Context: an optimization exercise on an open-source flow, tuned for small area. The choices shown serve that exercise and are no tape-out recipe. Only simulation tests tie the RTL to the original design; equivalence was not proved. Power and IR drop assume default switching activity.

[flow/design.v]
module fifo
#(
    parameter DATA_WIDTH = 20,
    parameter FIFO_DEPTH = 16,
    parameter ADDR_WIDTH = 4
)
(
    input  wire                  clk,
    input  wire                  rst,
    input  wire                  wr_en,
    input  wire                  rd_en,
    input  wire [DATA_WIDTH-1:0] wr_data,
    output wire [DATA_WIDTH-1:0] rd_data,
    output wire                  full,
    output wire                  empty
);
    reg [DATA_WIDTH-1:0] fifo_mem [0:FIFO_DEPTH-1];
    reg [ADDR_WIDTH:0]   head_idx;
    assign empty = head_idx[ADDR_WIDTH];
    assign full  = (head_idx == FIFO_DEPTH - 1);
    wire push = wr_en && !full;
    wire pop  = rd_en && !empty;
    integer k;
    always @(posedge clk) begin
        if (push) begin
            fifo_mem[0] <= wr_data;
            for (k = 1; k < FIFO_DEPTH; k = k + 1)
                fifo_mem[k] <= fifo_mem[k-1];
        end
    end
    always @(posedge clk or posedge rst) begin
        if (rst)
            head_idx <= {(ADDR_WIDTH+1){1'b1}};
        else if (push && !pop)
            head_idx <= head_idx + 1'b1;
        else if (pop && !push)
            head_idx <= head_idx - 1'b1;
    end
    reg [DATA_WIDTH-1:0] rd_mux;
    always @(*) begin
        rd_mux = {DATA_WIDTH{1'b0}};
        for (k = 0; k < FIFO_DEPTH; k = k + 1)
            rd_mux = rd_mux | (fifo_mem[k] & {DATA_WIDTH{head_idx[ADDR_WIDTH-1:0] == k}});
    end
    assign rd_data = rd_mux;
endmodule
module LIF_neuron
(
    input  wire       clk,
    input  wire       rst,
    input  wire       fire,       
    input  wire       load,       
    input  wire [6:0] load_val,   
    output reg  [6:0] pot_lo,
    output wire [6:0] pot_dec,    
    output wire       pot_zero    
);
    wire [7:0] zero_below;
    assign zero_below[0] = 1'b1;
    genvar k;
    generate
        for (k = 1; k < 8; k = k + 1) begin : g_z
            assign zero_below[k] = zero_below[k-1] & ~pot_lo[k-1];
        end
    endgenerate
    assign pot_dec  = pot_lo ^ zero_below[6:0];
    assign pot_zero = zero_below[7];
    wire keep = ~fire & ~load & ~pot_zero;
    always @(posedge clk or posedge rst) begin
        if (rst)
            pot_lo <= 7'd0;
        else
            pot_lo <= ({7{keep}} & pot_dec) | ({7{load}} & load_val);
    end
endmodule
module snn_core
#(
    parameter N_NEURONS  = 16,
    parameter ID_WIDTH   = 4,
    parameter DATA_WIDTH = 16,
    parameter FIFO_DEPTH = 16,
    parameter FIFO_AW    = 4
)
(
    input  wire                               clk,
    input  wire                               rst,
    input  wire                               ev_valid,
    input  wire [ID_WIDTH+DATA_WIDTH-1:0]     ev_data,
    input  wire                               run,
    output wire                               full,
    output wire                               empty,
    output wire [N_NEURONS-1:0]               spike_out,
    output wire [N_NEURONS*DATA_WIDTH-1:0]    potential
);
    localparam THRESHOLD = 100;
    wire [ID_WIDTH+DATA_WIDTH-1:0] head;
    fifo #(
        .DATA_WIDTH (ID_WIDTH+DATA_WIDTH),
        .FIFO_DEPTH (FIFO_DEPTH),
        .ADDR_WIDTH (FIFO_AW)
    ) u_queue (
        .clk     (clk),
        .rst     (rst),
        .wr_en   (ev_valid),
        .rd_en   (run),
        .wr_data (ev_data),
        .rd_data (head),
        .full    (full),
        .empty   (empty)
    );
    wire                  deliver = run && !empty;
    wire [ID_WIDTH-1:0]   head_id = head[ID_WIDTH+DATA_WIDTH-1:DATA_WIDTH];
    wire [DATA_WIDTH-1:0] head_w  = head[DATA_WIDTH-1:0];
    reg  [ID_WIDTH-1:0]   last_id;
    reg  [8:0]            hi_n;
    reg                   at_thr;
    reg  [ID_WIDTH-1:0]   spk_id;
    reg                   spk_v;
    wire [6:0]            lo     [0:N_NEURONS-1];
    wire [6:0]            dec    [0:N_NEURONS-1];
    wire [N_NEURONS-1:0]  zero;
    wire [N_NEURONS-1:0]  fire;
    wire [N_NEURONS-1:0]  addr;
    reg  [6:0]            sel_dec;
    reg                   sel_zero;
    integer k;
    always @(*) begin
        sel_dec  = 7'd0;
        sel_zero = 1'b0;
        for (k = 0; k < N_NEURONS; k = k + 1) begin
            sel_dec  = sel_dec  | (dec[k] & {7{addr[k]}});
            sel_zero = sel_zero | (zero[k] & addr[k]);
        end
    end
    wire [DATA_WIDTH-1:0] y_raw = head_w + {{9{sel_zero}}, sel_dec};
    wire fire_tgt = |(addr & fire);
    wire y_ok     = deliver & ~fire_tgt & ~(&y_raw);
    wire [DATA_WIDTH-1:0] y = y_raw & {DATA_WIDTH{y_ok}};
    genvar i;
    generate
        for (i = 0; i < N_NEURONS; i = i + 1) begin : g_neuron
            assign addr[i] = deliver && (head_id == i);
            assign fire[i] = at_thr && (last_id == i);
            LIF_neuron u_neuron (
                .clk      (clk),
                .rst      (rst),
                .fire     (fire[i]),
                .load     (addr[i]),
                .load_val (y[6:0]),
                .pot_lo   (lo[i]),
                .pot_dec  (dec[i]),
                .pot_zero (zero[i])
            );
            assign potential[i*DATA_WIDTH +: 7] = lo[i];
            assign potential[i*DATA_WIDTH+7 +: 9] = (last_id == i) ? ~hi_n : 9'd0;
            assign spike_out[i] = spk_v && (spk_id == i);
        end
    endgenerate
    always @(posedge clk or posedge rst) begin
        if (rst) begin
            last_id <= 0;
            hi_n    <= 9'h1ff;
            at_thr  <= 1'b0;
            spk_id  <= 0;
            spk_v   <= 1'b0;
        end else begin
            if (deliver) last_id <= head_id;
            hi_n   <= ~y[15:7];
            at_thr <= (y >= THRESHOLD);
            spk_id <= last_id;
            spk_v  <= at_thr;
        end
    end
endmodule
[flow/flow/run.sh]
#!/bin/bash
# The standard layout with three changes:
#  - synthesis maps with an area-oriented ABC script (flow/abc_area.script:
#    delay relaxed, then an area remap; no buffering or upsizing in ABC, the
#    resizer buffers later as needed) in place of ORFS's abc_speed.script;
#  - synthesis leaves adders to ABC (no ADDER_MAP_FILE half/full adder cells);
#  - the port buffers are the smallest buffer (buf_1).
# Everything else, the synthesis script included, is the standard flow's own.
set -euo pipefail
W=$(pwd)
cat >> config.mk <<'MK'
export BUFFER_PORTS_ARGS = -buffer_cell sky130_fd_sc_hd__buf_1
export ADDER_MAP_FILE =
MK
rm -rf "$W/synth_scripts"
cp -r "$FLOW_HOME/scripts" "$W/synth_scripts"
cp "$W/flow/abc_area.script" "$W/synth_scripts/abc_speed.script"
SCRIPTS_DIR="$W/synth_scripts" bash standard.sh synth > synth_flow.log 2>&1
bash standard.sh > standard_flow.log 2>&1
[flow/flow/abc_area.script]
&get -n
&st
&dch
&nf -R 1000 -C 32
&put
strash
dc2
dch
amap
[flow/standard.sh]
#!/bin/bash
# synth_recipe.tcl (not shown) runs the flow's synth.tcl, then flattens the netlist and writes it again
# the make line also repeats each setting of config.mk as NAME=value (left out here)
make -C /OpenROAD-flow-scripts/flow DESIGN_CONFIG=/design/flow/config.mk WORK_HOME=/design/flow/orfs CLKGATE_MAP_FILE= SYNTH_SCRIPT=/design/flow/synth_recipe.tcl "${@:-finish}"
[flow/config.mk]
export PLATFORM = sky130hd
export DESIGN_NAME = snn_core
export DESIGN_NICKNAME = snn_core
export VERILOG_FILES = /design/flow/design.v
export SDC_FILE = /design/flow/constraint.sdc
export NUM_CORES = 4
export LEC_CHECK = 0
export CAP_MARGIN = 0
export CORE_MARGIN = 2
export CORE_UTILIZATION = 60
export CTS_BUF_LIST = sky130_fd_sc_hd__clkbuf_8
export CTS_CLUSTER_DIAMETER = 60
export CTS_CLUSTER_SIZE = 16
export PLACE_DENSITY = 0.75
export SLEW_MARGIN = 0
export BUFFER_PORTS_ARGS = -buffer_cell sky130_fd_sc_hd__buf_1
export ADDER_MAP_FILE =
[flow/constraint.sdc]
create_clock -name core_clock -period 10.0 [get_ports {clk}]
set_input_delay 2.0000 -clock core_clock [delete_from_list [all_inputs] [get_ports {clk}]]
set_output_delay 2.0000 -clock core_clock [all_outputs]
set_load 0.01 [all_outputs]
==> metrics.yaml, run 1 <==
outcome: "no timing/DRC/antenna violations"
period_needed_ns: 9.06
grt_usage: 0.332
clockRootBuffer: "clkbuf_8"
diodes: 0
fin_nets: 2036
slowest_delay_ns: 0.65
rsz0062_at_grt: "no"
core-area_sq_um: 31500
leakage_nw: 7.74
final_cells: 2434
postCtsHoldBufs: 0
place_hpwl_um: 39400
critPathArrivalTime_ns: 9.49
start_util: 0.607
postRouteAntennaNets: 0
grt_max_degree: 142
critPathMostFrequentCell: "nor2_1"
synth_edf_count: 320
multi_input_area_sq_um: 5660
yosysWarnings: 4
die_w_um: 182
min_path_type: "reg2reg"
cts_sinks: 456
drv_slew: 0
remaining_drc_errors: 0
wl_per_cell_um: 23.1
first_global_vias: 14716
skew_ns: 0.0293
clk_pin_slew_ns: 0.10
slew-limit-headroom: 0.222
place_congestion: 0.975
crit_fanout: 17
drtPass1Iterations: 8
placedCellCount: 2373
vias: 15821
area_growth_pct: 14.7
placementRows: 65
p_per_area_nw_per_um2: 325
port_buffers: 297
nFillCells: 2352
endpoint_kind: "register"
syn_area_per_cell_sq_um: 11.8
crit_type: "reg2reg"
synth_fp_nets: 1642
cts_buffers: 37
regArea_sq_um: 13000
hold_viol_final: 0
vdd_drop_max_v: 0.000154
yosysSeqAreaShare: 0.682
post-route-period-util: 0.906
grt-ovfl-total: 0
hold_path_depth: 0
wirelength_um: 56300
grt_first_pass_wirelength_um: 84200
die_area_sq_um: 33300
drt_iter0_drc: 2302
fmax_ghz: 0.110
cts_tree: "done"
drive_above_1_share: 0.0650
ys_ff_latch: 456
setup_violations: 0
clock_path_buffers: 3
synth_cells: 1618
pin_count: 298
synthFlopType: "edfxtp_1"
rr_worst_depth: 42
dieHeight_um: 182
crit_slowest_cell: "dfstp_2"
start_kind: "register"
rrSetupSlack_ns: 0.94
tns_ns: 0
ys_types: 40
antenna_found_initial: 0
power.total_mw: 7.12
cp.required_ns: 10.43
avgViaCountPerCell: 6.50
crit_buf_inv: 5
crit_family: "simple AND/OR/NAND/NOR gates"
drv_cap: 0
max_slew.worst_pin.slew_ns: 1.14
path_depth: 42
synthArstFlopShare: 0.298
syn_area_sq_um: 19100
clk_latency_ns: 0.59
htree_levels: 2
-- layer usage --
layer | part of all wire | GRT usage | vias to the layer above
li1 | - | - | 7012
met1 | 0.38 | 0.455 | 7536
met2 | 0.47 | 0.541 | 1077
met3 | 0.10 | 0.0481 | 196
met4 | 0.047 | 0.136 | 0
met5 | 0 | 0 | -
-- layout by cell type (no fill, tap or decap), types with 36 or more instances in the layout --
| cell | n |
|---|---|
| a21oi_1 | 101 |
| a222oi_1 | 57 |
| a22oi_1 | 40 |
| buf_1 | 297 |
| buf_4 | 58 |
| clkbuf_8 | 38 |
| clkinv_1 | 116 |
| dfrtp_1 | 122 |
| edfxtp_1 | 320 |
| nand2_1 | 92 |
| nor2_1 | 341 |
| nor3_1 | 36 |
| o22ai_1 | 160 |
-- state kept, by name, summed over array words and instances, names as in the netlist --
signal	count
spk_id	4
spk_v	1
u_queue.fifo_mem	320
u_queue.head_idx	5
g_neuron.u_neuron.pot_lo	112
last_id	4
at_thr	1
hi_n	9
-- report_power, final --
| group | total (mW) | switching [mW] | internal, mW |
|---|---|---|---|
| Clock | 1.04 | 0.619 | 0.417 |
| Combinational | 3.19 | 2.19 | 1.01 |
| Sequential | 2.89 | 0.404 | 2.48 |
| Total | 7.12 | 3.21 | 3.91 |
-- logic make-up (layout without fill, tap and decap cells) --
family | count (synthesis) | after routing | share of synthesized area
buffers and inverters | 119 | 533 | 0.0234
and+or+nand+nor | 589 | 589 | 0.133
xor gates and xnor gates | 1 | 1 | 0.000459
AOI/OAI and AO/OA | 453 | 453 | 0.161
DFF | 456 | 456 | 0.682
-- synthesized netlist by cell type (all sizes together) (3+ instances only) --
library cell / instances / area share
or4: 6 / 0.0024
edfxtp: 320 / 0.50
nor2b: 4 / 0.0013
dfstp: 14 / 0.019
a22oi: 40 / 0.016
o32ai: 5 / 0.0023
a222oi: 57 / 0.030
a221oi: 5 / 0.0023
nand4: 32 / 0.010
nand3: 16 / 0.0042
o22ai: 160 / 0.052
nand2: 92 / 0.018
a21o: 9 / 0.0035
or3: 12 / 0.0039
nor4: 10 / 0.0033
o21bai: 7 / 0.0028
o21ai: 27 / 0.0071
dfrtp: 122 / 0.16
nor3: 42 / 0.011
nor2: 343 / 0.067
a22o: 14 / 0.0064
o221ai: 3 / 0.0014
or2: 21 / 0.0069
nor4b: 3 / 0.0014
a2111oi: 9 / 0.0041
a21boi: 3 / 0.0012
a21oi: 101 / 0.026
clkinv: 119 / 0.023
and2: 5 / 0.0016
-- metrics by stage --
stage | utilization | instance area [sq um] | setup WS [ns] | hold WS [ns]
after global routing | 0.696 | 21900 | 0.0454 | 0.459
after detailed placement | 0.673 | 21200 | 0.769 | 0.429
after floorplan | - | 19100 | 0.900 | 0.402
after CTS | 0.695 | 21900 | 0.884 | 0.444
after global placement | 0.673 | 21200 | 1.01 | 0.428
final | 0.696 | 21900 | 0.938 | 0.441
-- timing repair --
item                                    in CTS  in global routing
setup buffers                                0                  2
gates resized for setup                      0                  6
endpoints found under the setup margin       0                 17
-- layout make-up --
cell class / instances / area share
flip-flops and latches: 456 / 0.595
multi-input cells: 1043 / 0.258
repair buffers: 355 / 0.0708
clock buffers: 38 / 0.0239
well taps: 402 / 0.0230
inverters: 119 / 0.0211
clock inverters: 21 / 0.00788
-- worst paths after layout --
check                                         start                              to
worst max-delay path            u_queue.head_idx[1]                          at_thr
worst min-delay path                         at_thr                           spk_v
worst max register to register  u_queue.head_idx[1]                          at_thr
worst min register to register               at_thr                           spk_v
max in group asynchronous                       rst  g_neuron[1].u_neuron.pot_lo[2]
min in group asynchronous                       rst  g_neuron[4].u_neuron.pot_lo[6]
==> run 2: changes to the inputs <==
--- a/flow/config.mk
+++ b/flow/config.mk
@@ -5,13 +5,14 @@
 export SDC_FILE = /design/flow/constraint.sdc
 export NUM_CORES = 4
 export LEC_CHECK = 0
-export CAP_MARGIN = 0
+export CAP_MARGIN = 20
 export CORE_MARGIN = 2
 export CORE_UTILIZATION = 60
 export CTS_BUF_LIST = sky130_fd_sc_hd__clkbuf_8
 export CTS_CLUSTER_DIAMETER = 60
 export CTS_CLUSTER_SIZE = 16
+export GPL_TIMING_DRIVEN = 0
 export PLACE_DENSITY = 0.75
-export SLEW_MARGIN = 0
+export SLEW_MARGIN = 20
 export BUFFER_PORTS_ARGS = -buffer_cell sky130_fd_sc_hd__buf_1
 export ADDER_MAP_FILE =
==> run 2 against run 1 <==
Net effect:
- via count down 1.1%
- register-to-register slack worse by 0.50 ns
- flip-flop and latch count unchanged
- sequential power about the same
- largest cell class unchanged
- clock power down 11%
- wire length down 2.1%
- hold slack better by 0.0028 ns
- cell count down 1.6%
- utilization about the same
- worst setup slack worse by 0.50 ns
- die area unchanged
==> metrics.yaml, run 2 <==
vdd_drop_max_v: 0.000167  # +8.0%
drive_above_1_share: 0.0677  # +0.00274
crit_slowest_cell: "nor4b_1"
cts_sinks: 456  # unchanged
htree_levels: 2  # unchanged
slowest_delay_ns: 0.63  # -0.02 ns
placementRows: 65  # unchanged
hold_viol_final: 0  # unchanged
wl_met2_um: 25300  # -4.5%
max_slew.worst_pin.slew_ns: 1.00  # -0.137 ns
cts_tree: "done"
final.setup.worst_slack_ns: 0.435  # -0.503 ns
clock_path_buffers: 3  # unchanged
cts_buffers: 35  # -5.4%
skew_ns: 0.0240  # -0.00527 ns
synth_common_cells: "nor2_1, edfxtp_1, o22ai_1"
hold_start: "at_thr"
antenna_found_initial: 0  # unchanged
place_hpwl_um: 36800  # -6.7%
core-area_sq_um: 31500  # unchanged
endpoint_kind: "register"
syn_area_per_cell_sq_um: 11.8  # unchanged
post-route-period-util: 0.956  # +0.0503
period_needed_ns: 9.56  # +0.503 ns
placedCellCount: 2335  # -1.6%
clk_pin_slew_ns: 0.10  # about the same
final_cells: 2396  # -1.6%
grt_first_pass_wirelength_um: 80200  # -4.7%
clockRootBuffer: "clkbuf_8"
grt_max_degree: 148  # +4.2%
min_path_type: "reg2reg"
critPathArrivalTime_ns: 10.00  # +0.51 ns
cp.required_ns: 10.44  # about the same
p_per_area_nw_per_um2: 320  # -1.5%
remaining_drc_errors: 0  # unchanged
start_util: 0.607  # unchanged
drtPass1Iterations: 8  # unchanged
synth_fp_nets: 1642  # unchanged
postRouteAntennaNets: 0  # unchanged
wl_per_cell_um: 23.0  # -0.55%
wl_met3_um: 6430  # +12%
diodes: 0  # unchanged
avgViaCountPerCell: 6.53  # +0.48%
yosysTopAreaCell: "edfxtp_1"
rr_endpoint: "at_thr"
leakage_nw: 7.58  # -2.0%
first_global_vias: 14265  # -3.1%
rrSetupSlack_ns: 0.44  # -0.50 ns
grt_usage: 0.317  # -0.0146
synth.most_common_cell: "nor2_1"
ys_ff_latch: 456  # unchanged
fmax_ghz: 0.105  # -5.3%
crit_type: "reg2reg"
setup_violations: 0  # unchanged
pin_count: 298  # unchanged
outcome: "no timing/DRC/antenna violations"
reg_top3: "u_queue.fifo_mem (320), g_neuron.u_neuron.pot_lo (112), hi_n (9)"
timing.rr.start: "u_queue.head_idx[2]"
synthArstFlopShare: 0.298  # unchanged
preCtsSetupSlack_ns: -1.19  # -1.96 ns
wl_met1_um: 20700  # -3.3%
fin_nets: 2006  # -1.5%
ys_types: 40  # unchanged
rr_worst_depth: 38  # -9.5%
vias: 15649  # -1.1%
critPathMostFrequentCell: "nor2_1"
largest_register_ffs: 320  # unchanged
clk_latency_ns: 0.57  # -0.02 ns
drv_slew: 0  # unchanged
netlist_top_cells_area: "edfxtp_1, dfrtp_1, nor2_1"
grt-ovfl-total: 0  # unchanged
die_area_sq_um: 33300  # unchanged
synth_cells: 1618  # unchanged
syn_area_sq_um: 19100  # unchanged
synth_top_area_share: 0.503  # unchanged
largest_register: "u_queue.fifo_mem"
place_congestion: 0.900  # -7.8%
min_to: "spk_v"
synth_edf_count: 320  # unchanged
slew-limit-headroom: 0.316  # +0.0939
rsz0062_at_grt: "yes"
drv_cap: 0  # unchanged
synthFlopType: "edfxtp_1"
highest_layer: "met4"
hold_path_depth: 0  # unchanged
port_buffers: 297  # unchanged
start_kind: "register"
die_w_um: 182  # unchanged
dieHeight_um: 182  # unchanged
yosysWarnings: 4  # unchanged
mostFrequentLayoutCell: "nor2_1"
crit_fanout: 17  # unchanged
yosysSeqAreaShare: 0.682  # unchanged
wirelength_um: 55100  # -2.1%
drt_iter0_drc: 2247  # -2.4%
area_growth_pct: 14.7  # about the same
layout_common_cells: "nor2_1, edfxtp_1, buf_1"
postCtsHoldBufs: 0  # unchanged
run 2: changes by cell type in the layout (fill, tap and decap cells not counted), moves of 6 or more:
cell,delta
nor2_4,+13
or3_1,-6
or2_0,-6
nor2_1,-13
nor2_2,+8
buf_4,-45
run 2: routing by layer:
layer / up-vias / global-route usage
li1: 6962 / -
met5: - / 0
met2: 1019 / 0.485
met3: 170 / 0.0772
met1: 7498 / 0.429
met4: 0 / 0.160
run 2: what timing repair did:
| item | 4_1_cts | 5_1_grt |
|---|---|---|
| setup buffers | 0 | 4 |
| pin swaps | 1 | 8 |
| gates cloned | 0 | 8 |
| resized for setup | 10 | 34 |
| setup endpoints to repair | 1 | 113 |
run 2: kinds of logic (layout without fill, tap and decap cells):
| family | Yosys count | in the layout | share of synthesized area |
|---|---|---|---|
| DFF | 456 | 456 | 0.682 |
| xor gates and xnor gates | 1 | 1 | 0.000459 |
| buffers and inverters | 119 | 487 | 0.0234 |
| AOI/OAI and AO/OA | 453 | 453 | 0.161 |
| and+or+nand+nor | 589 | 597 | 0.133 |
run 2: critical path, delay by kind of cell (launching register included):
kind	cells	cell delay, ns
AOI/OAI and AO/OA	10	2.43
buffers and inverters	3	0.64
DFF	1	0.60
and+or+nand+nor	25	5.75
run 2: per-stage QoR:
stage | setup TNS (ns) | power (mW) | hold WS (ns) | utilization | cell area [sq um]
floorplan | 0 | 4.77 | 0.402 | - | 19100
global placement | -266.84 | 5.76 | 0.426 | 0.658 | 20700
detailed placement | -39.27 | 5.92 | 0.425 | 0.671 | 21100
CTS | 0 | 6.84 | 0.446 | 0.690 | 21700
global route | -0.304 | 7.40 | 0.455 | 0.696 | 21900
finish | 0 | 7.01 | 0.444 | 0.696 | 21900
run 2: worst max path at each step:
stage / depth (start not counted) / slack (ns) / endpoint / startpoint
after floorplan: 35 / 0.90 / at_thr / run
after CTS: 38 / 0.02 / at_thr / u_queue.head_idx[1]
after global placement: 26 / -3.10 / at_thr / u_queue.head_idx[3]
after detailed placement: 37 / -1.19 / at_thr / run
after global routing: 40 / -0.23 / at_thr / u_queue.head_idx[1]
final: 38 / 0.44 / at_thr / u_queue.head_idx[2]
run 2: cell type report:
cell class | instances | area [sq um]
Clock inverter | 12 | 65.1
Inverter | 119 | 489
Timing Repair Buffer | 319 | 1400
Multi-Input combinational cell | 1051 | 5900
Clock buffer | 37 | 509
Fill cell | 2238 | 9570
Sequential cell | 456 | 13000
Tap cell | 402 | 503
run 2: power by group:
| group | internal, mW | total (mW) | switching (mW) |
|---|---|---|---|
| clock network | 0.345 | 0.927 | 0.583 |
| registers | 2.48 | 2.87 | 0.384 |
| logic | 0.989 | 3.22 | 2.23 |
==> run 3: changes to the inputs <==
--- a/flow/config.mk
+++ b/flow/config.mk
@@ -11,7 +11,6 @@
 export CTS_BUF_LIST = sky130_fd_sc_hd__clkbuf_8
 export CTS_CLUSTER_DIAMETER = 60
 export CTS_CLUSTER_SIZE = 16
-export GPL_TIMING_DRIVEN = 0
 export PLACE_DENSITY = 0.75
 export SLEW_MARGIN = 20
 export BUFFER_PORTS_ARGS = -buffer_cell sky130_fd_sc_hd__buf_1
==> run 3 against run 2 <==
Net effect:
- hold slack got worse by 0.0019 ns
- clock-buffer cell count increased by 1
- global-route usage increased by 1.5 points
- sequential power about the same
- synthesized cell count unchanged
- critical path depth increased by 6
- register-to-register slack improved by 0.55 ns
- fmax increased by 6.1%
- final area about the same
- first-iteration DRC count increased by 0.58%
- combinational power about the same
- wire length increased by 2.6%
- highest routed layer unchanged
==> metrics.yaml, run 3 <==
syn_area_per_cell_sq_um: 11.8  # unchanged
clockRootBuffer: "clkbuf_8"
drv_slew: 0  # unchanged
endpoint_kind: "register"
p_sw_frac: 0.451  # -0.00423
cts_buffers: 37  # +5.7%
clk_latency_ns: 0.59  # +0.02 ns
wl_per_cell_um: 23.2  # +0.95%
placementRows: 65  # unchanged
place_hpwl_um: 39400  # +7.1%
remaining_drc_errors: 0  # unchanged
cp.required_ns: 10.43  # about the same
postRouteAntennaNets: 0  # unchanged
post-route-period-util: 0.902  # -0.0548
fin_nets: 2036  # +1.5%
outcome: "no timing/DRC/antenna violations"
skew_ns: 0.0340  # +0.00999 ns
tns_ns: 0  # unchanged
critPathArrivalTime_ns: 9.45  # -0.55 ns
crit_slowest_cell: "nor3_2"
cts_tree: "done"
wirelength_um: 56500  # +2.6%
synth.most_common_cell: "nor2_1"
drtPass1Iterations: 6  # -2
synth_fp_nets: 1642  # unchanged
area_growth_pct: 14.7  # about the same
cts_sinks: 456  # unchanged
start_kind: "register"
clk_pin_slew_ns: 0.10  # about the same
grt-ovfl-total: 0  # unchanged
grt_first_pass_wirelength_um: 84200  # +4.9%
vias: 15965  # +2.0%
synth_edf_count: 320  # unchanged
setup_violations: 0  # unchanged
switching_power_mw: 3.22  # +0.72%
crit_fanout: 17  # unchanged
die_w_um: 182  # unchanged
first_global_vias: 14716  # +3.2%
grt_max_degree: 142  # -4.1%
largest_register_ffs: 320  # unchanged
crit_family: "simple AND/OR/NAND/NOR gates"
slew-limit-headroom: 0.279  # -0.0363
seqPwrFrac: 0.406  # -0.003
clock_path_buffers: 3  # unchanged
largest_register: "u_queue.fifo_mem"
p_int_mw: 3.91  # +2.5%
reg_top3: "u_queue.fifo_mem (320), g_neuron.u_neuron.pot_lo (112), hi_n (9)"
avgViaCountPerCell: 6.56  # +0.43%
yosysSeqAreaShare: 0.682  # unchanged
power.total_mw: 7.12  # +1.7%
antenna_found_initial: 0  # unchanged
diodes: 0  # unchanged
syn_area_sq_um: 19100  # unchanged
period_needed_ns: 9.02  # -0.548 ns
drv_cap: 0  # unchanged
drive_above_1_share: 0.0650  # -0.00274
port_buffers: 297  # unchanged
vdd_drop_max_v: 0.000156  # -6.5%
synthArstFlopShare: 0.298  # unchanged
mostFrequentLayoutCell: "nor2_1"
synth_cells: 1618  # unchanged
grt_usage: 0.332  # +0.0146
rsz0062_at_grt: "no"
yosysWarnings: 4  # unchanged
dieHeight_um: 182  # unchanged
max_slew.worst_pin.slew_ns: 1.08  # +0.0804 ns
synthFlopType: "edfxtp_1"
p_clk_frac: 0.145  # +0.013
crit_type: "reg2reg"
crit_buf_inv: 6  # +3
core-area_sq_um: 31500  # unchanged
hold_viol_final: 0  # unchanged
yosysTopAreaCell: "edfxtp_1"
synth_common_cells: "nor2_1, edfxtp_1, o22ai_1"
pin_count: 298  # unchanged
leakage_nw: 7.74  # +2.1%
netlist_top_cells_area: "edfxtp_1, dfrtp_1, nor2_1"
min_path_type: "reg2reg"
slowest_delay_ns: 0.58  # -0.05 ns
comb_power_share: 0.449  # -0.010
critPathMostFrequentCell: "nor2_1"
synth_top_area_share: 0.503  # unchanged
htree_levels: 2  # unchanged
start_util: 0.607  # unchanged
die_area_sq_um: 33300  # unchanged
ys_ff_latch: 456  # unchanged
place_congestion: 0.975  # +8.4%
fmax_ghz: 0.111  # +6.1%
fin_util: 0.696  # about the same
drt_iter0_drc: 2260  # +0.58%
ys_types: 40  # unchanged
p_per_area_nw_per_um2: 325  # +1.6%
layout_common_cells: "nor2_1, edfxtp_1, buf_1"
==> run 3: path summary, 6_finish.rpt <==
kind | cells after the start | slack (ns) | startpoint | endpoint
max | 44 | 0.98 | u_queue.head_idx[2] | at_thr
min | 0 | 0.44 | u_queue.fifo_mem[10][12] | u_queue.fifo_mem[11][12]
max reg2reg | 44 | 0.98 | u_queue.head_idx[2] | at_thr
min reg2reg | 0 | 0.44 | u_queue.fifo_mem[10][12] | u_queue.fifo_mem[11][12]
max in group asynchronous | 3 | 7.18 | rst | g_neuron[8].u_neuron.pot_lo[0]
min in group asynchronous | 2 | 1.59 | rst | g_neuron[11].u_neuron.pot_lo[6]
==> run 3: routing by layer <==
metal	track usage	part of all wire	vias to the layer above
li1	-	-	7009
met1	0.455	0.38	7620
met2	0.541	0.47	1154
met3	0.0481	0.10	182
met4	0.136	0.045	0
met5	0	0	-
==> run 3: repair_timing <==
action / in CTS / in global routing
resized for setup: 0 / 6
hold buffers: 0 / 0
setup buffers: 0 / 2
setup endpoints to repair: 0 / 17
==> run 3: final cells by class <==
cell class              count  area (sq um)
clock buffers              38           523
inverters                 119           464
fillers                  2353          9560
multi-input cells        1043          5660
flip-flops and latches    456         13000
clock inverters            21           173
repair buffers            355          1550
well taps                 402           503
==> run 3: power groups by stage <==
stage / clock (mW) / combinational (mW) / sequential (mW)
floorplan: 0 / 1.88 / 2.89
global placement: 0 / 3.04 / 2.89
detailed placement: 0 / 3.09 / 2.91
CTS: 1.05 / 3.11 / 2.87
global route: 1.12 / 3.46 / 2.93
finish: 1.04 / 3.20 / 2.89
==> run 3: cell families (layout without fill, tap and decap cells) <==
kind of cell,Yosys count,after routing,share of synthesized area
XOR/XNOR,1,1,0.000459
AO/OA/AOI/OAI,453,453,0.161
flip-flops,456,456,0.682
buffers and inverters,119,533,0.0234
AND/OR/NAND/NOR,589,589,0.133
==> run 3: metrics by stage <==
| step | std cells | setup WS, ns | hold WS (ns) | area, sq um |
|---|---|---|---|---|
| 3_5_place_dp | 2373 | 0.769 | 0.429 | 21200 |
| 4_1_cts | 2432 | 0.884 | 0.444 | 21900 |
| 5_1_grt | 2434 | 0.0472 | 0.459 | 21900 |
| 2_1_floorplan | 1618 | 0.900 | 0.402 | 19100 |
| 3_3_place_gp | 2373 | 1.01 | 0.428 | 21200 |
| 6_report | 2434 | 0.983 | 0.442 | 21900 |
==> run 4: changes to the inputs <==
--- a/flow/config.mk
+++ b/flow/config.mk
@@ -7,11 +7,12 @@
 export LEC_CHECK = 0
 export CAP_MARGIN = 20
 export CORE_MARGIN = 2
-export CORE_UTILIZATION = 60
+export CORE_UTILIZATION = 75
 export CTS_BUF_LIST = sky130_fd_sc_hd__clkbuf_8
 export CTS_CLUSTER_DIAMETER = 60
 export CTS_CLUSTER_SIZE = 16
-export PLACE_DENSITY = 0.75
+export GPL_TIMING_DRIVEN = 0
+export PLACE_DENSITY = 0.88
 export SLEW_MARGIN = 20
 export BUFFER_PORTS_ARGS = -buffer_cell sky130_fd_sc_hd__buf_1
 export ADDER_MAP_FILE =
==> run 4 against run 3 <==
Net effect:
- largest power group unchanged
- still clean on timing, DRC and antenna
- hold slack lost 0.0027 ns
- first-iteration DRC count grew 55%
- critical path depth shrank 3
==> metrics.yaml, run 4 <==
synthArstFlopShare: 0.298  # unchanged
fin_util: 0.869  # +0.173
cp.required_ns: 10.43  # about the same
wl_per_cell_um: 25.2  # +8.7%
crit_slowest_cell: "dfstp_2"
place_area_sq_um: 21000  # -0.92%
grt_first_pass_wirelength_um: 82800  # -1.6%
remaining_drc_errors: 0  # unchanged
endpoint_kind: "register"
mostFrequentLayoutCell: "nor2_1"
vdd_drop_max_v: 0.000215  # +38%
yosysSeqAreaShare: 0.682  # unchanged
final_cells: 2334  # -4.1%
postRouteAntennaNets: 0  # unchanged
slowest_delay_ns: 0.75  # +0.17 ns
ys_ff_latch: 456  # unchanged
drv_cap: 0  # unchanged
fin_nets: 2012  # -1.2%
grt_usage: 0.412  # +0.0806
clock_path_buffers: 3  # unchanged
first_global_vias: 14811  # +0.65%
placedCellCount: 2262  # -4.7%
placementRows: 58  # -11%
synth_cells: 1618  # unchanged
clk_pin_slew_ns: 0.11  # about the same
fmax_ghz: 0.103  # -6.8%
period_needed_ns: 9.68  # +0.659 ns
fin_area_sq_um: 21800  # -0.36%
die_w_um: 164  # -10%
setup_violations: 0  # unchanged
synth_fp_nets: 1642  # unchanged
drive_above_1_share: 0.0674  # +0.00240
avgViaCountPerCell: 7.15  # +9.0%
synth.most_common_cell: "nor2_1"
grt_max_degree: 152  # +7.0%
crit_fanout: 17  # unchanged
core-area_sq_um: 25100  # -20%
hold_path_depth: 0  # unchanged
critPathMostFrequentCell: "nor2_1"
multi_input_area_sq_um: 5910  # +4.3%
slew-limit-headroom: 0.267  # -0.0121
rrSetupSlack_ns: 0.32  # -0.66 ns
synthFlopType: "edfxtp_1"
vias: 16689  # +4.5%
skew_ns: 0.0324  # -0.00165 ns
crit_type: "reg2reg"
htree_levels: 2  # unchanged
yosysTopAreaCell: "edfxtp_1"
postCtsHoldBufs: 0  # unchanged
hold_viol_final: 0  # unchanged
antenna_found_initial: 0  # unchanged
reg_top3: "u_queue.fifo_mem (320), g_neuron.u_neuron.pot_lo (112), hi_n (9)"
dieHeight_um: 164  # -10%
drtPass1Iterations: 10  # +4
clockRootBuffer: "clkbuf_8"
leakage_nw: 7.61  # -1.6%
place_hpwl_um: 37300  # -5.4%
rsz0062_at_grt: "yes"
syn_area_per_cell_sq_um: 11.8  # unchanged
syn_area_sq_um: 19100  # unchanged
largest_register: "u_queue.fifo_mem"
cts_tree: "done"
layout_common_cells: "nor2_1, edfxtp_1, buf_1"
cts_buffers: 34  # -8.1%
largest_register_ffs: 320  # unchanged
netlist_top_cells_area: "edfxtp_1, dfrtp_1, nor2_1"
grt-ovfl-total: 0  # unchanged
diodes: 0  # unchanged
wirelength_um: 58900  # +4.3%
critPathArrivalTime_ns: 10.10  # +0.65 ns
synth_edf_count: 320  # unchanged
synth_top_area_share: 0.503  # unchanged
outcome: "no timing/DRC/antenna violations"
max_slew.worst_pin.slew_ns: 1.10  # +0.0153 ns
clk_latency_ns: 0.58  # about the same
nFillCells: 1283  # -45%
p_per_area_nw_per_um2: 327  # +0.63%
drt_iter0_drc: 3503  # +55%
synth_common_cells: "nor2_1, edfxtp_1, o22ai_1"
start_kind: "register"
port_buffers: 297  # unchanged
drv_slew: 0  # unchanged
rr_worst_depth: 41  # -6.8%
regArea_sq_um: 13000  # unchanged
cts_sinks: 456  # unchanged
die_area_sq_um: 26800  # -20%
yosysWarnings: 4  # unchanged
place_congestion: 0.957  # -1.8%
min_path_type: "reg2reg"
post-route-period-util: 0.968  # +0.0659
start_util: 0.761  # +0.154
area_growth_pct: 14.3
pin_count: 298  # unchanged
ys_types: 40  # unchanged
[run 4: timing repair]
item                       4_1_cts  5_1_grt
setup endpoints to repair       32      113
gates cloned                     0       11
resized for setup                8       29
buffers inserted                 0        9
pin swaps                        1       12
[run 4: worst max-delay path: cells and delay by family, from the launching register on]
kind                   cells  cell delay (ns)
AOI/OAI and AO/OA         12             2.65
buffers and inverters      3             0.85
DFF                        1             0.75
and+or+nand+nor           26             5.26
[run 4: metrics by stage]
stage / power [mW] / setup TNS [ns] / worst slack, ns / hold WS [ns]
after global routing: 7.46 / -0.315 / -0.315 / 0.458
after detailed placement: 5.92 / -31.42 / -0.989 / 0.432
after floorplan: 4.77 / 0 / 0.900 / 0.402
final: 7.14 / 0 / 0.324 / 0.439
after global placement: 5.70 / -218.19 / -2.66 / 0.425
after CTS: 6.87 / 0 / 0.114 / 0.434
[run 4: path summary, 6_finish.rpt]
path                                         from                         endpoint
min in group asynchronous                     rst  g_neuron[10].u_neuron.pot_lo[2]
max in group asynchronous                     rst                          hi_n[4]
hold / removal             u_queue.fifo_mem[6][1]           u_queue.fifo_mem[7][1]
setup reg to reg              u_queue.head_idx[1]                           at_thr
setup / recovery              u_queue.head_idx[1]                           at_thr
hold reg to reg            u_queue.fifo_mem[6][1]           u_queue.fifo_mem[7][1]
[run 4: cell families after synthesis]
family          Yosys count  share of synthesized area
simple gates            589                      0.133
flops                   456                      0.682
buf+inv                 119                     0.0234
compound gates          453                      0.161
xor+xnor                  1                   0.000459
[run 4: layer usage]
layer / track usage / up-vias / share of wire
li1: - / 6993 / -
met1: 0.557 / 7703 / 0.33
met2: 0.651 / 1647 / 0.47
met3: 0.0769 / 346 / 0.14
met4: 0.214 / 0 / 0.064
met5: 0 / - / 0
[run 4: report_power, final]
| group | leakage [nW] | total [mW] | switching (mW) | internal [mW] |
|---|---|---|---|---|
| Clock | 0.350 | 0.968 | 0.598 | 0.369 |
| Combinational | 2.45 | 3.29 | 2.30 | 0.989 |
| Sequential | 4.81 | 2.89 | 0.404 | 2.48 |
| Total | 7.61 | 7.14 | 3.30 | 3.84 |
[run 4: final cells by class]
type	count	share of cell area
Clock buffer	37	0.0233
Clock inverter	15	0.00430
Inverter	119	0.0220
Multi-Input combinational cell	1054	0.271
Sequential cell	456	0.597
Tap cell	330	0.0189
Timing Repair Buffer	323	0.0640
==> run 5: changes to the inputs <==
--- a/flow/design.v
+++ b/flow/design.v
@@ -134,7 +134,8 @@
     end
     wire [DATA_WIDTH-1:0] y_raw = head_w + {{9{sel_zero}}, sel_dec};
     wire fire_tgt = |(addr & fire);
-    wire y_ok     = deliver & ~fire_tgt & ~(&y_raw);
+    wire y_neg    = (head_w == ~{{9{sel_zero}}, sel_dec});
+    wire y_ok     = deliver & ~fire_tgt & ~y_neg;
     wire [DATA_WIDTH-1:0] y = y_raw & {DATA_WIDTH{y_ok}};
     genvar i;
     generate
--- a/flow/config.mk
+++ b/flow/config.mk
@@ -7,12 +7,11 @@
 export LEC_CHECK = 0
 export CAP_MARGIN = 20
 export CORE_MARGIN = 2
-export CORE_UTILIZATION = 75
+export CORE_UTILIZATION = 60
 export CTS_BUF_LIST = sky130_fd_sc_hd__clkbuf_8
 export CTS_CLUSTER_DIAMETER = 60
 export CTS_CLUSTER_SIZE = 16
-export GPL_TIMING_DRIVEN = 0
-export PLACE_DENSITY = 0.88
+export PLACE_DENSITY = 0.75
 export SLEW_MARGIN = 20
 export BUFFER_PORTS_ARGS = -buffer_cell sky130_fd_sc_hd__buf_1
 export ADDER_MAP_FILE =
==> run 5 against run 4 <==
Net effect:
- clock power up 11%
- clock skew up 0.0045 ns
- flip-flop and latch count unchanged
- sequential power up 4%
- combinational power up 2%
- final area about the same
- critical endpoint unchanged
- largest cell class unchanged
==> metrics.yaml, run 5 <==
placedCellCount: 2354  # +4.1%
crit_fanout: 20  # +3
yosysWarnings: 4  # unchanged
drv_slew: 0  # unchanged
p_per_area_nw_per_um2: 340  # +3.8%
core-area_sq_um: 31600  # +26%
die_area_sq_um: 33500  # +25%
setup_violations: 0  # unchanged
largest_register: "u_queue.fifo_mem"
cp.required_ns: 10.45  # +0.02 ns
pin_count: 298  # unchanged
seqPwrFrac: 0.405  # about the same
ys_types: 43  # +7.5%
synthFlopType: "edfxtp_1"
layout_common_cells: "nor2_1, edfxtp_1, buf_1"
synth_edf_count: 320  # unchanged
rsz0062_at_grt: "no"
cts_buffers: 39  # +15%
clock_path_buffers: 3  # unchanged
start_kind: "register"
syn_area_per_cell_sq_um: 11.8  # about the same
crit_buf_inv: 4  # +1
regArea_sq_um: 13000  # unchanged
final_cells: 2420  # +3.7%
slew-limit-headroom: 0.180  # -0.0872
hold_viol_final: 0  # unchanged
synthArstFlopShare: 0.298  # unchanged
yosysSeqAreaShare: 0.678  # -0.00364
switching_power_mw: 3.47  # +5.1%
clk_pin_slew_ns: 0.09  # -0.02 ns
synth_common_cells: "nor2_1, edfxtp_1, o22ai_1"
critPathArrivalTime_ns: 8.80  # -1.30 ns
port_buffers: 297  # unchanged
comb_power_share: 0.451  # -0.009
hold_path_depth: 0  # unchanged
postCtsHoldBufs: 0  # unchanged
postRouteAntennaNets: 0  # unchanged
period_needed_ns: 8.35  # -1.32 ns
cts_resized: 0  # -8
avgViaCountPerCell: 6.69  # -6.5%
clockRootBuffer: "clkbuf_8"
grt-ovfl-total: 0  # unchanged
fin_util: 0.692  # -0.177
drv_cap: 0  # unchanged
clk_latency_ns: 0.60  # +0.02 ns
drt_iter0_drc: 2429  # -31%
mostFrequentLayoutCell: "nor2_1"
p_sw_frac: 0.468  # +0.00538
placementRows: 65  # +12%
p_int_mw: 3.95  # +2.8%
dieHeight_um: 183  # +12%
reg_top3: "u_queue.fifo_mem (320), g_neuron.u_neuron.pot_lo (112), hi_n (9)"
vdd_drop_max_v: 0.000239  # +11%
htree_levels: 2  # unchanged
largest_register_ffs: 320  # unchanged
p_clk_frac: 0.144  # +0.009
leakage_nw: 7.63  # +0.25%
die_w_um: 183  # +12%
slowest_delay_ns: 0.85  # +0.10 ns
antenna_found_initial: 2  # +2
netlist_top_cells_area: "edfxtp_1, dfrtp_1, nor2_1"
fmax_ghz: 0.120  # +16%
start_util: 0.609  # -0.152
path_depth: 29  # -29%
wl_per_cell_um: 25.0  # -0.93%
crit_family: "compound AO/OA/AOI/OAI gates"
drtPass1Iterations: 8  # -2
synth.most_common_cell: "nor2_1"
syn_area_sq_um: 19200  # +0.54%
outcome: "no timing/DRC/antenna violations"
grt_max_degree: 142  # -6.6%
endpoint_kind: "register"
remaining_drc_errors: 0  # unchanged
tns_ns: 0  # unchanged
grt_usage: 0.354  # -0.0581
grt_first_pass_wirelength_um: 89000  # +7.4%
diodes: 0  # unchanged
post-route-period-util: 0.835  # -0.132
vias: 16186  # -3.0%
post_cts_buffers: 0  # unchanged
min_path_type: "reg2reg"
fin_nets: 2019  # +0.35%
crit_slowest_cell: "a211oi_1"
place_hpwl_um: 41100  # +10%
multi_input_area_sq_um: 5740  # -2.9%
synth_fp_nets: 1652  # +0.61%
first_global_vias: 14939  # +0.86%
rrSetupSlack_ns: 1.65  # +1.32 ns
rr_worst_depth: 29  # -29%
synth_top_area_share: 0.500  # -0.00269
skew_ns: 0.0369  # +0.00452 ns
yosysTopAreaCell: "edfxtp_1"
cts_tree: "done"
cts_sinks: 456  # unchanged
max_slew.worst_pin.slew_ns: 1.20  # +0.103 ns
synth_cells: 1628  # +0.62%
nFillCells: 2380  # +86%
ys_ff_latch: 456  # unchanged
critPathMostFrequentCell: "nor2_1"
place_congestion: 1.01  # +5.0%
crit_type: "reg2reg"
area_growth_pct: 13.8
drive_above_1_share: 0.0491  # -0.0183
wirelength_um: 60500  # +2.7%
-- run 5: cell count changes after synthesis, sizes merged, moves of 5 or more --
cell	before	now
a21o	9	2
a22o	14	22
o21ai	27	46
or3	12	30
nand2	92	65
nor3	42	33
a22oi	40	27
a2111oi	9	4
nand2b	0	15
o21bai	7	0
nor4	10	15
or2	21	4
nor2	343	365
o22ai	160	151
-- run 5: path summary, 6_finish.rpt --
kind,start,end
setup / recovery,u_queue.head_idx[2],at_thr
max in group asynchronous,rst,g_neuron[3].u_neuron.pot_lo[4]
setup reg to reg,u_queue.head_idx[2],at_thr
min in group asynchronous,rst,g_neuron[8].u_neuron.pot_lo[1]
hold / removal,at_thr,spk_v
hold reg to reg,at_thr,spk_v
-- run 5: worst reg2reg max path: cells and delay by family, from the launching register on --
family / cells / cell delay (ns)
AO/OA/AOI/OAI: 11 / 3.69
AND/OR/NAND/NOR: 14 / 3.08
buffers and inverters: 4 / 0.87
flip-flops: 1 / 0.55
-- run 5: cell families after synthesis --
group / count (synthesis) / synth area share
buffers and inverters: 116 / 0.0227
and+or+nand+nor: 605 / 0.140
DFF: 456 / 0.678
AOI/OAI and AO/OA: 451 / 0.159
-- run 5: final cells by class --
cell class                 instances  share of cell area
sequential                       456               0.596
multi-input combinational       1056               0.263
timing repair buffer             326              0.0628
clock buffer                      41              0.0258
tap                              402              0.0230
inverter                         116              0.0207
clock inverter                    23             0.00848
-- run 5: per-layer routing --
| metal | routed length, um | vias up | global-route usage |
|---|---|---|---|
| met5 | 12 | - | 0 |
| met4 | 2670 | 2 | 0.163 |
| met3 | 6770 | 194 | 0.0584 |
| met2 | 28100 | 1184 | 0.552 |
| met1 | 22900 | 7761 | 0.497 |
| li1 | - | 7045 | - |
-- run 5: metrics by stage --
step	area [sq um]	power (mW)	worst slack [ns]	hold slack, ns
6_report	21800	7.42	1.65	0.395
5_1_grt	21800	7.79	0.952	0.412
4_1_cts	21800	7.32	1.94	0.401
3_5_place_dp	21000	6.26	2.01	0.379
3_3_place_gp	21000	6.20	2.10	0.374
2_1_floorplan	19200	4.97	2.29	0.361
-- run 5: power by group through the flow --
stage                     clock, mW  sequential [mW]  combinational [mW]
after floorplan                   0             3.00                1.97
final                          1.07             3.01                3.35
after CTS                      1.08             2.99                3.25
after global placement            0             3.00                3.20
after detailed placement          0             3.03                3.24
after global routing           1.14             3.05                3.60
==> run 6: changes to the inputs <==
--- a/flow/config.mk
+++ b/flow/config.mk
@@ -8,9 +8,9 @@
 export CAP_MARGIN = 20
 export CORE_MARGIN = 2
 export CORE_UTILIZATION = 60
-export CTS_BUF_LIST = sky130_fd_sc_hd__clkbuf_8
-export CTS_CLUSTER_DIAMETER = 60
-export CTS_CLUSTER_SIZE = 16
+export CTS_BUF_LIST = sky130_fd_sc_hd__clkbuf_16
+export CTS_CLUSTER_DIAMETER = 70
+export CTS_CLUSTER_SIZE = 28
 export PLACE_DENSITY = 0.75
 export SLEW_MARGIN = 20
 export BUFFER_PORTS_ARGS = -buffer_cell sky130_fd_sc_hd__buf_1
==> run 6 against run 5 <==
Net effect:
- hold slack gained 0.0018 ns
- non-clock buffer count fell by 2
- clock skew up 0.0050 ns
- fmax is 0.91% lower
- synthesized area unchanged
- sequential share of layout area fell by 0.36 points
- clock-buffer cell count is 15 lower
- flip-flop and latch count unchanged
- largest cell class unchanged
==> metrics.yaml, run 6 <==
synthArstFlopShare: 0.298  # unchanged
place_hpwl_um: 41100  # unchanged
min_path_type: "reg2reg"
grt_max_degree: 142  # unchanged
vdd_drop_max_v: 0.000263  # +10%
crit_slowest_cell: "nor4b_1"
wirelength_um: 60300  # -0.34%
fin_nets: 2004  # -0.74%
synth_edf_count: 320  # unchanged
largest_register: "u_queue.fifo_mem"
grt_usage: 0.353  # -0.000705
postCtsHoldBufs: 0  # unchanged
slew-limit-headroom: 0.282  # +0.102
yosysSeqAreaShare: 0.678  # unchanged
synth_top_area_share: 0.500  # unchanged
period_needed_ns: 8.43  # +0.0771 ns
place_congestion: 1.01  # unchanged
skew_ns: 0.0419  # +0.00503 ns
drt_iter0_drc: 2510  # +3.3%
final.setup.worst_slack_ns: 1.57  # -0.0771 ns
drv_cap: 0  # unchanged
place_area_sq_um: 21000  # unchanged
antenna_found_initial: 2  # unchanged
drive_above_1_share: 0.0431  # -0.00599
wl_per_cell_um: 25.1  # +0.53%
setup_violations: 0  # unchanged
slowest_delay_ns: 0.90  # +0.05 ns
htree_levels: 1  # -1
nFillCells: 2337  # -1.8%
ys_types: 43  # unchanged
synth_common_cells: "nor2_1, edfxtp_1, o22ai_1"
critPathMostFrequentCell: "nor2_1"
remaining_drc_errors: 0  # unchanged
syn_area_per_cell_sq_um: 11.8  # unchanged
diodes: 0  # unchanged
post-route-period-util: 0.843  # +0.00771
area_growth_pct: 14.4
syn_area_sq_um: 19200  # unchanged
die_area_sq_um: 33500  # unchanged
cp.required_ns: 10.43  # -0.02 ns
clk_pin_slew_ns: 0.10  # about the same
seqPwrFrac: 0.397  # -0.008
p_int_mw: 4.07  # +2.9%
p_per_area_nw_per_um2: 345  # +1.5%
die_w_um: 183  # unchanged
crit_fanout: 20  # unchanged
power.total_mw: 7.58  # +2.1%
yosysTopAreaCell: "edfxtp_1"
tns_ns: 0  # unchanged
regArea_sq_um: 13000  # unchanged
cts_resized: 0  # unchanged
max_slew.worst_pin.slew_ns: 1.05  # -0.150 ns
hold_viol_final: 0  # unchanged
outcome: "no timing/DRC/antenna violations"
rsz0062_at_grt: "no"
postRouteAntennaNets: 0  # unchanged
start_util: 0.609  # unchanged
clk_latency_ns: 0.60  # about the same
layout_common_cells: "nor2_1, edfxtp_1, buf_1"
p_sw_frac: 0.463  # -0.00449
first_global_vias: 14918  # -0.14%
reg_top3: "u_queue.fifo_mem (320), g_neuron.u_neuron.pot_lo (112), hi_n (9)"
grt_first_pass_wirelength_um: 89000  # about the same
ys_ff_latch: 456  # unchanged
switching_power_mw: 3.51  # +1.1%
p_clk_frac: 0.163  # +0.019
clock_path_buffers: 3  # unchanged
comb_power_share: 0.440  # -0.011
placedCellCount: 2354  # unchanged
synth_fp_nets: 1652  # unchanged
cts_buffers: 26  # -33%
fmax_ghz: 0.119  # -0.91%
dieHeight_um: 183  # unchanged
vias: 16206  # +0.12%
placementRows: 65  # unchanged
leakage_nw: 7.65  # +0.15%
post_cts_buffers: 0  # unchanged
synth.most_common_cell: "nor2_1"
synthFlopType: "edfxtp_1"
pin_count: 298  # unchanged
critPathArrivalTime_ns: 8.86  # +0.06 ns
grt-ovfl-total: 0  # unchanged
cts_sinks: 456  # unchanged
largest_register_ffs: 320  # unchanged
mostFrequentLayoutCell: "nor2_1"
port_buffers: 297  # unchanged
preCtsSetupSlack_ns: 2.01  # unchanged
synth_cells: 1628  # unchanged
multi_input_area_sq_um: 5740  # unchanged
start_kind: "register"
endpoint_kind: "register"
final_cells: 2399  # -0.87%
drv_slew: 0  # unchanged
avgViaCountPerCell: 6.76  # +1.0%
crit_type: "reg2reg"
yosysWarnings: 4  # unchanged
core-area_sq_um: 31600  # unchanged
cts_tree: "done"
clockRootBuffer: "clkbuf_16"
fin_area_sq_um: 22000  # +0.60%
drtPass1Iterations: 9  # +1
netlist_top_cells_area: "edfxtp_1, dfrtp_1, nor2_1"
-- run 6: cell counts after synthesis --
No cell type changed its count.
-- run 6: area by class of cell --
| class | instances | area share |
|---|---|---|
| clock inverters | 19 | 0.0128 |
| flip-flops and latches | 456 | 0.593 |
| repair buffers | 324 | 0.0601 |
| well taps | 402 | 0.0229 |
| clock buffers | 26 | 0.0296 |
| inverters | 116 | 0.0206 |
| multi-input cells | 1056 | 0.261 |
-- run 6: path summary, 6_finish.rpt --
kind                       cells past startpoint                              to  slack (ns)                 from
max reg2reg                                   29                          at_thr        1.57  u_queue.head_idx[2]
min                                            0                           spk_v        0.40               at_thr
min reg2reg                                    0                           spk_v        0.40               at_thr
max in group asynchronous                      3  g_neuron[3].u_neuron.pot_lo[4]        7.11                  rst
min in group asynchronous                      2  g_neuron[8].u_neuron.pot_lo[2]        1.48                  rst
max                                           29                          at_thr        1.57  u_queue.head_idx[2]
-- run 6: critical path: cells and delay by family (launching register included) --
kind	cells	cell delay, ns
AOI/OAI and AO/OA	11	3.63
and+or+nand+nor	14	3.15
buffers and inverters	4	0.88
DFF	1	0.56
-- run 6: per-stage QoR --
step / utilization / hold slack [ns]
CTS: 0.696 / 0.401
global route: 0.697 / 0.408
detailed placement: 0.667 / 0.379
finish: 0.697 / 0.397
global placement: 0.667 / 0.374
floorplan: - / 0.361
-- run 6: per-layer routing --
layer / global-route usage / wire length [um] / up-vias
li1: - / - / 7013
met1: 0.492 / 22900 / 7815
met2: 0.551 / 28000 / 1178
met3: 0.0590 / 6640 / 196
met4: 0.170 / 2710 / 4
met5: 0 / 26 / -
-- run 6: kinds of logic after synthesis --
| family | count (synthesis) | share of synthesized area |
|---|---|---|
| flip-flops | 456 | 0.678 |
| buffers and inverters | 116 | 0.0227 |
| AO/OA/AOI/OAI | 451 | 0.159 |
| AND/OR/NAND/NOR | 605 | 0.140 |
-- run 6: power groups by stage --
stage	logic (mW)	registers, mW	clock network (mW)
2_1_floorplan	1.97	3.00	0
3_3_place_gp	3.20	3.00	0
3_5_place_dp	3.24	3.03	0
4_1_cts	3.26	2.99	1.24
5_1_grt	3.59	3.05	1.31
6_report	3.34	3.01	1.23
==> run 7: changes to the inputs <==
--- a/flow/flow/run.sh
+++ b/flow/flow/run.sh
@@ -1,7 +1,7 @@
 #!/bin/bash
 # The standard layout with three changes:
 #  - synthesis maps with an area-oriented ABC script (flow/abc_area.script:
-#    delay relaxed, then an area remap; no buffering or upsizing in ABC, the
+#    an AIG clean-up and then area mapping with amap; no buffering or upsizing in ABC, the
 #    resizer buffers later as needed) in place of ORFS's abc_speed.script;
 #  - synthesis leaves adders to ABC (no ADDER_MAP_FILE half/full adder cells);
 #  - the port buffers are the smallest buffer (buf_1).
==> flow/flow/abc_area.script (replaced) <==
strash
ifraig
dc2
dch
amap
--- a/flow/config.mk
+++ b/flow/config.mk
@@ -8,9 +8,9 @@
 export CAP_MARGIN = 20
 export CORE_MARGIN = 2
 export CORE_UTILIZATION = 60
-export CTS_BUF_LIST = sky130_fd_sc_hd__clkbuf_16
-export CTS_CLUSTER_DIAMETER = 70
-export CTS_CLUSTER_SIZE = 28
+export CTS_BUF_LIST = sky130_fd_sc_hd__clkbuf_8
+export CTS_CLUSTER_DIAMETER = 50
+export CTS_CLUSTER_SIZE = 20
 export PLACE_DENSITY = 0.75
 export SLEW_MARGIN = 20
 export BUFFER_PORTS_ARGS = -buffer_cell sky130_fd_sc_hd__buf_1
==> run 7 against run 6 <==
Net effect:
- still clean
- global-route usage fell by 1.5 points
- worst setup slack better by 0.60 ns
- non-clock buffer count grew 1
- total power is 7.3% lower
- critical path depth shrank 3
- sequential power is 3% lower
- first-iteration DRC count is 13% lower
- synthesized area decreased by 0.78%
- flip-flop and latch count unchanged
- largest cell class unchanged
==> metrics.yaml, run 7 <==
die_w_um: 182  # -0.38%
synth_common_cells: "edfxtp_1, nor2_1, o22ai_1"
mostFrequentLayoutCell: "edfxtp_1"
port_buffers: 297  # unchanged
synthAdderAreaFrac: 0  # unchanged
period_needed_ns: 7.83  # -0.601 ns
setup_violations: 0  # unchanged
placementRows: 65  # unchanged
htree_levels: 2  # +1
synth_simple_gate_area_share: 0.128  # -0.0119
drt_iter0_drc: 2181  # -13%
syn_area_per_cell_sq_um: 12.0  # +2.1%
grt_usage: 0.339  # -0.0145
fin_nets: 1968  # -1.8%
dieHeight_um: 182  # -0.38%
yosysWarnings: 4  # unchanged
first_global_vias: 14452  # -3.1%
grt-ovfl-total: 0  # unchanged
postRouteAntennaNets: 0  # unchanged
synth_edf_count: 320  # unchanged
drv_cap: 0  # unchanged
die_area_sq_um: 33200  # -0.76%
pin_count: 298  # unchanged
cts_tree: "done"
place_area_sq_um: 20900  # -0.54%
p_per_area_nw_per_um2: 325  # -5.7%
grt_first_pass_wirelength_um: 85100  # -4.3%
leakage_nw: 7.46  # -2.4%
synth_cells: 1582  # -2.8%
ys_ff_latch: 456  # unchanged
largest_register: "u_queue.fifo_mem"
ys_types: 43  # unchanged
cts_sinks: 456  # unchanged
synth_top_family_by_area: "compound AO/OA/AOI/OAI gates"
min_path_type: "reg2reg"
drv_slew: 0  # unchanged
start_util: 0.607  # -0.00159
synth_top_area_share: 0.504  # +0.00391
yosysSeqAreaShare: 0.684  # +0.00530
p_int_mw: 3.78  # -7.0%
outcome: "no timing/DRC/antenna violations"
antenna_found_initial: 0  # -2
reg_top3: "u_queue.fifo_mem (320), g_neuron.u_neuron.pot_lo (112), hi_n (9)"
clk_latency_ns: 0.58  # -0.02 ns
rr_worst_depth: 26  # -10%
min_to: "u_queue.fifo_mem[1][11]"
post_cts_buffers: 0  # unchanged
start_kind: "register"
critPathArrivalTime_ns: 8.31  # -0.55 ns
largest_register_ffs: 320  # unchanged
slew-limit-headroom: 0.262  # -0.0204
place_congestion: 0.952  # -5.3%
hold_viol_final: 0  # unchanged
switching_power_mw: 3.24  # -7.7%
vias: 15765  # -2.7%
skew_ns: 0.0326  # -0.00927 ns
whs_ns: 0.441  # +0.0438 ns
synth_fp_nets: 1606  # -2.8%
place_hpwl_um: 38700  # -5.9%
yosysTopAreaCell: "edfxtp_1"
avgViaCountPerCell: 6.66  # -1.4%
hold_path_depth: 0  # unchanged
cts_buffers: 35  # +35%
diodes: 0  # unchanged
rsz0062_at_grt: "no"
crit_fanout: 18  # -10%
synth.area.mux_share: 0  # unchanged
synthArstFlopShare: 0.298  # unchanged
fin_area_sq_um: 21600  # -1.7%
rr_endpoint: "at_thr"
seqPwrFrac: 0.415  # +0.018
comb_power_share: 0.443  # +0.003
tns_ns: 0  # unchanged
drtPass1Iterations: 7  # -2
layout_common_cells: "edfxtp_1, nor2_1, buf_1"
final.setup.worst_slack_ns: 2.17  # +0.601 ns
core-area_sq_um: 31400  # -0.52%
grt_max_degree: 164  # +15%
clk_pin_slew_ns: 0.11  # about the same
drive_above_1_share: 0.0514  # +0.00836
area_growth_pct: 13.4
synth_compound_area_frac: 0.167  # +0.00755
syn_area_sq_um: 19100  # -0.78%
cp.required_ns: 10.48  # +0.05 ns
clockRootBuffer: "clkbuf_8"
p_clk_frac: 0.142  # -0.021
netlist_top_cells_area: "edfxtp_1, dfrtp_1, nor2_1"
remaining_drc_errors: 0  # unchanged
cts_resized: 0  # unchanged
crit_type: "reg2reg"
rrSetupSlack_ns: 2.17  # +0.60 ns
hold_start: "u_queue.fifo_mem[0][11]"
synthXorXnorAreaFrac: 0.000460  # +0.000460
p_sw_frac: 0.461  # -0.00187
post-route-period-util: 0.783  # -0.0601
vdd_drop_max_v: 0.000163  # -38%
clock_path_buffers: 3  # unchanged
synth.most_common_cell: "edfxtp_1"
fmax_ghz: 0.128  # +7.7%
wl_per_cell_um: 24.2  # -3.7%
preCtsSetupSlack_ns: 2.10  # +0.0916 ns
synthFlopType: "edfxtp_1"
timing.rr.start: "u_queue.head_idx[2]"
max_slew.worst_pin.slew_ns: 1.11  # +0.0578 ns
postCtsHoldBufs: 0  # unchanged
endpoint_kind: "register"
wirelength_um: 57300  # -5.0%
run 7: cell types whose count changed after synthesis, sizes merged, moves of 4 or more:
| cell | change |
|---|---|
| o22a | +5 |
| or4 | -8 |
| clkinv | -8 |
| nor2 | -46 |
| o21ai | -7 |
| o22ai | +7 |
| a21oi | +4 |
| nand3 | +6 |
| and2 | +4 |
run 7: per-layer routing:
layer	up-vias	share of wire	GRT usage
li1	6952	-	-
met1	7559	0.37	0.444
met2	1065	0.46	0.537
met3	187	0.11	0.0714
met4	2	0.057	0.181
met5	-	0.00086	0.0119
run 7: worst max path at each step:
stage / startpoint / to
after floorplan: u_queue.head_idx[2] / at_thr
after global placement: run / at_thr
after detailed placement: run / at_thr
after CTS: u_queue.head_idx[2] / at_thr
after global routing: u_queue.head_idx[2] / at_thr
final: u_queue.head_idx[2] / at_thr
run 7: cells by family (layout without fill, tap and decap cells):
family | count (synthesis) | in the layout
XOR/XNOR | 1 | 1
AO/OA/AOI/OAI | 467 | 467
AND/OR/NAND/NOR | 550 | 550
buffers and inverters | 108 | 490
flip-flops | 456 | 456
run 7: worst max-delay path: stages, from the launching register on:
cell and delay [ns]:
dfstp_2 0.56, clkinv_1 0.26, nand2_1 0.23, nor2_1 0.11, buf_4 0.25, a22oi_1 0.22
nand4_1 0.11, nor2_1 0.55, clkinv_1 0.25, nand3_1 0.18, or3_1 0.59, o22a_1 0.27
o221ai_1 0.15, nor4_1 0.32, buf_4 0.22, clkinv_1 0.26, o21ai_0 0.40, nor3_1 0.09
nand3_1 0.09, nor4_1 0.06, nor4b_2 0.84, clkinv_1 0.38, or3_1 0.68, a311oi_1 0.37
nor2_1 0.08, nand4_1 0.09, nand4b_1 0.12
run 7: final cells by class:
type,instances,area (sq um)
Clock buffer,36,495
Inverter,108,423
Clock inverter,21,176
Sequential cell,456,13000
Tap cell,402,503
Fill cell,2355,9790
Timing Repair Buffer,325,1330
Multi-Input combinational cell,1018,5650
run 7: metrics by stage:
step / power [mW] / instances / utilization
after global placement: 5.88 / 2309 / 0.667
after CTS: 6.94 / 2366 / 0.688
after global routing: 7.39 / 2366 / 0.688
final: 7.02 / 2366 / 0.688
after floorplan: 4.76 / 1582 / -
after detailed placement: 5.94 / 2309 / 0.667
run 7: power by group through the flow:
stage	Combinational, mW	Clock (mW)	Sequential (mW)
floorplan	1.86	0	2.90
global placement	2.97	0	2.91
detailed placement	3.01	0	2.93
CTS	3.02	1.02	2.90
global route	3.35	1.08	2.96
finish	3.11	0.997	2.92
==> run 8: changes to the inputs <==
--- a/flow/config.mk
+++ b/flow/config.mk
@@ -9,8 +9,8 @@
 export CORE_MARGIN = 2
 export CORE_UTILIZATION = 60
 export CTS_BUF_LIST = sky130_fd_sc_hd__clkbuf_8
-export CTS_CLUSTER_DIAMETER = 50
-export CTS_CLUSTER_SIZE = 20
+export CTS_CLUSTER_DIAMETER = 60
+export CTS_CLUSTER_SIZE = 16
 export PLACE_DENSITY = 0.75
 export SLEW_MARGIN = 20
 export BUFFER_PORTS_ARGS = -buffer_cell sky130_fd_sc_hd__buf_1
==> run 8 against run 7 <==
Net effect:
- wire length up 0.31%
- first-iteration DRC count up 3.5%
- flip-flop and latch count unchanged
- critical path type unchanged
- largest power group unchanged
==> metrics.yaml, run 8 <==
clockRootBuffer: "clkbuf_8"
die_w_um: 182  # unchanged
cp.required_ns: 10.50  # +0.02 ns
placementRows: 65  # unchanged
max_slew.worst_pin.slew_ns: 1.08  # -0.0261 ns
seqPwrFrac: 0.416  # about the same
vdd_drop_max_v: 0.000181  # +11%
synth_edf_count: 320  # unchanged
clk_pin_slew_ns: 0.10  # about the same
hold_start: "u_queue.fifo_mem[8][5]"
p_sw_frac: 0.458  # -0.00304
synthFlopType: "edfxtp_1"
fin_nets: 1969  # +0.051%
grt_util_met2: 0.533  # -0.00366
drtPass1Iterations: 8  # +1
drt_iter0_drc: 2257  # +3.5%
crit_slowest_cell: "nor4b_2"
rsz0062_at_grt: "no"
start_kind: "register"
outcome: "no timing/DRC/antenna violations"
drive_above_1_share: 0.0486  # -0.00286
critPathMostFrequentCell: "nor2_1"
setup_violations: 0  # unchanged
min_path_type: "reg2reg"
yosysTopAreaCell: "edfxtp_1"
start_util: 0.607  # unchanged
reg_top3: "u_queue.fifo_mem (320), g_neuron.u_neuron.pot_lo (112), hi_n (9)"
grt-ovfl-total: 0  # unchanged
critPathArrivalTime_ns: 8.34  # +0.03 ns
htree_levels: 2  # unchanged
fin_area_sq_um: 21600  # -0.15%
p_per_area_nw_per_um2: 325  # about the same
synth_cells: 1582  # unchanged
cts_buffers: 36  # +2.9%
diodes: 0  # unchanged
largest_register: "u_queue.fifo_mem"
port_buffers: 297  # unchanged
placedCellCount: 2309  # unchanged
leakage_nw: 7.44  # -0.24%
core-area_sq_um: 31400  # unchanged
place_area_sq_um: 20900  # unchanged
largest_register_ffs: 320  # unchanged
netlist_top_cells_area: "edfxtp_1, dfrtp_1, nor2_1"
hold_viol_final: 0  # unchanged
cts_tree: "done"
crit_type: "reg2reg"
fmax_ghz: 0.128  # about the same
syn_area_sq_um: 19100  # unchanged
period_needed_ns: 7.83  # +0.00720 ns
crit_fanout: 18  # unchanged
synthArstFlopShare: 0.298  # unchanged
p_int_mw: 3.80  # +0.49%
skew_ns: 0.0311  # -0.00154 ns
first_global_vias: 14371  # -0.56%
drv_slew: 0  # unchanged
tns_ns: 0  # unchanged
grt_first_pass_wirelength_um: 85000  # about the same
drv_cap: 0  # unchanged
timing.rr.start: "u_queue.head_idx[2]"
grt-busiest-layer: "met2"
yosysSeqAreaShare: 0.684  # unchanged
place_congestion: 0.952  # unchanged
clk_latency_ns: 0.58  # about the same
slowest_delay_ns: 0.86  # +0.02 ns
clock_path_buffers: 3  # unchanged
use_met3: 0.0774  # +0.00599
post-route-period-util: 0.783  # about the same
cts_sinks: 456  # unchanged
remaining_drc_errors: 0  # unchanged
ys_ff_latch: 456  # unchanged
syn_area_per_cell_sq_um: 12.0  # unchanged
==> run 8: cell counts after synthesis <==
Identical to the previous run, type by type.
==> run 8: path summary, 6_finish.rpt <==
check | endpoint | slack [ns] | cells past startpoint
hold reg to reg | u_queue.fifo_mem[9][5] | 0.43 | 0
setup reg to reg | at_thr | 2.17 | 28
min in group asynchronous | last_id[0] | 1.58 | 2
setup / recovery | at_thr | 2.17 | 28
hold / removal | u_queue.fifo_mem[9][5] | 0.43 | 0
max in group asynchronous | g_neuron[5].u_neuron.pot_lo[1] | 7.26 | 3
==> run 8: area by class of cell <==
| class | instances | area, sq um |
|---|---|---|
| clock buffer | 37 | 509 |
| clock inverter | 12 | 130 |
| fill | 2357 | 9820 |
| inverter | 108 | 423 |
| multi-input combinational | 1018 | 5650 |
| sequential | 456 | 13000 |
| tap | 402 | 503 |
| timing repair buffer | 325 | 1330 |
==> run 8: through the flow <==
stage / util / setup slack, ns / power [mW]
3_3_place_gp: 0.667 / 2.26 / 5.88
4_1_cts: 0.687 / 2.38 / 6.92
3_5_place_dp: 0.667 / 2.10 / 5.94
5_1_grt: 0.687 / 1.32 / 7.38
6_report: 0.687 / 2.17 / 7.01
2_1_floorplan: - / 2.21 / 4.76
==> run 8: critical path, delay by kind of cell, from the launching register on <==
kind                   cells  cell delay [ns]
AND/OR/NAND/NOR           20             4.77
AO/OA/AOI/OAI              4             1.27
buffers and inverters      4             1.14
flip-flops                 1             0.56
==> run 8: power groups by stage <==
stage          registers [mW]  logic [mW]  clock network (mW)
2_1_floorplan            2.90        1.86                   0
3_3_place_gp             2.91        2.97                   0
3_5_place_dp             2.93        3.01                   0
4_1_cts                  2.90        3.02                1.00
5_1_grt                  2.96        3.36                1.07
6_report                 2.92        3.10               0.995
==> run 8: metal layers <==
metal,vias to the layer above,part of all wire
met5,-,0
met4,0,0.057
met3,184,0.11
met2,1096,0.46
met1,7610,0.37
li1,6926,-
==> run 8: cell families after synthesis <==
logic type / Yosys count / share of synthesized area
buf+inv: 108 / 0.0213
compound gates: 467 / 0.167
xor+xnor: 1 / 0.000460
simple gates: 550 / 0.128
flops: 456 / 0.684
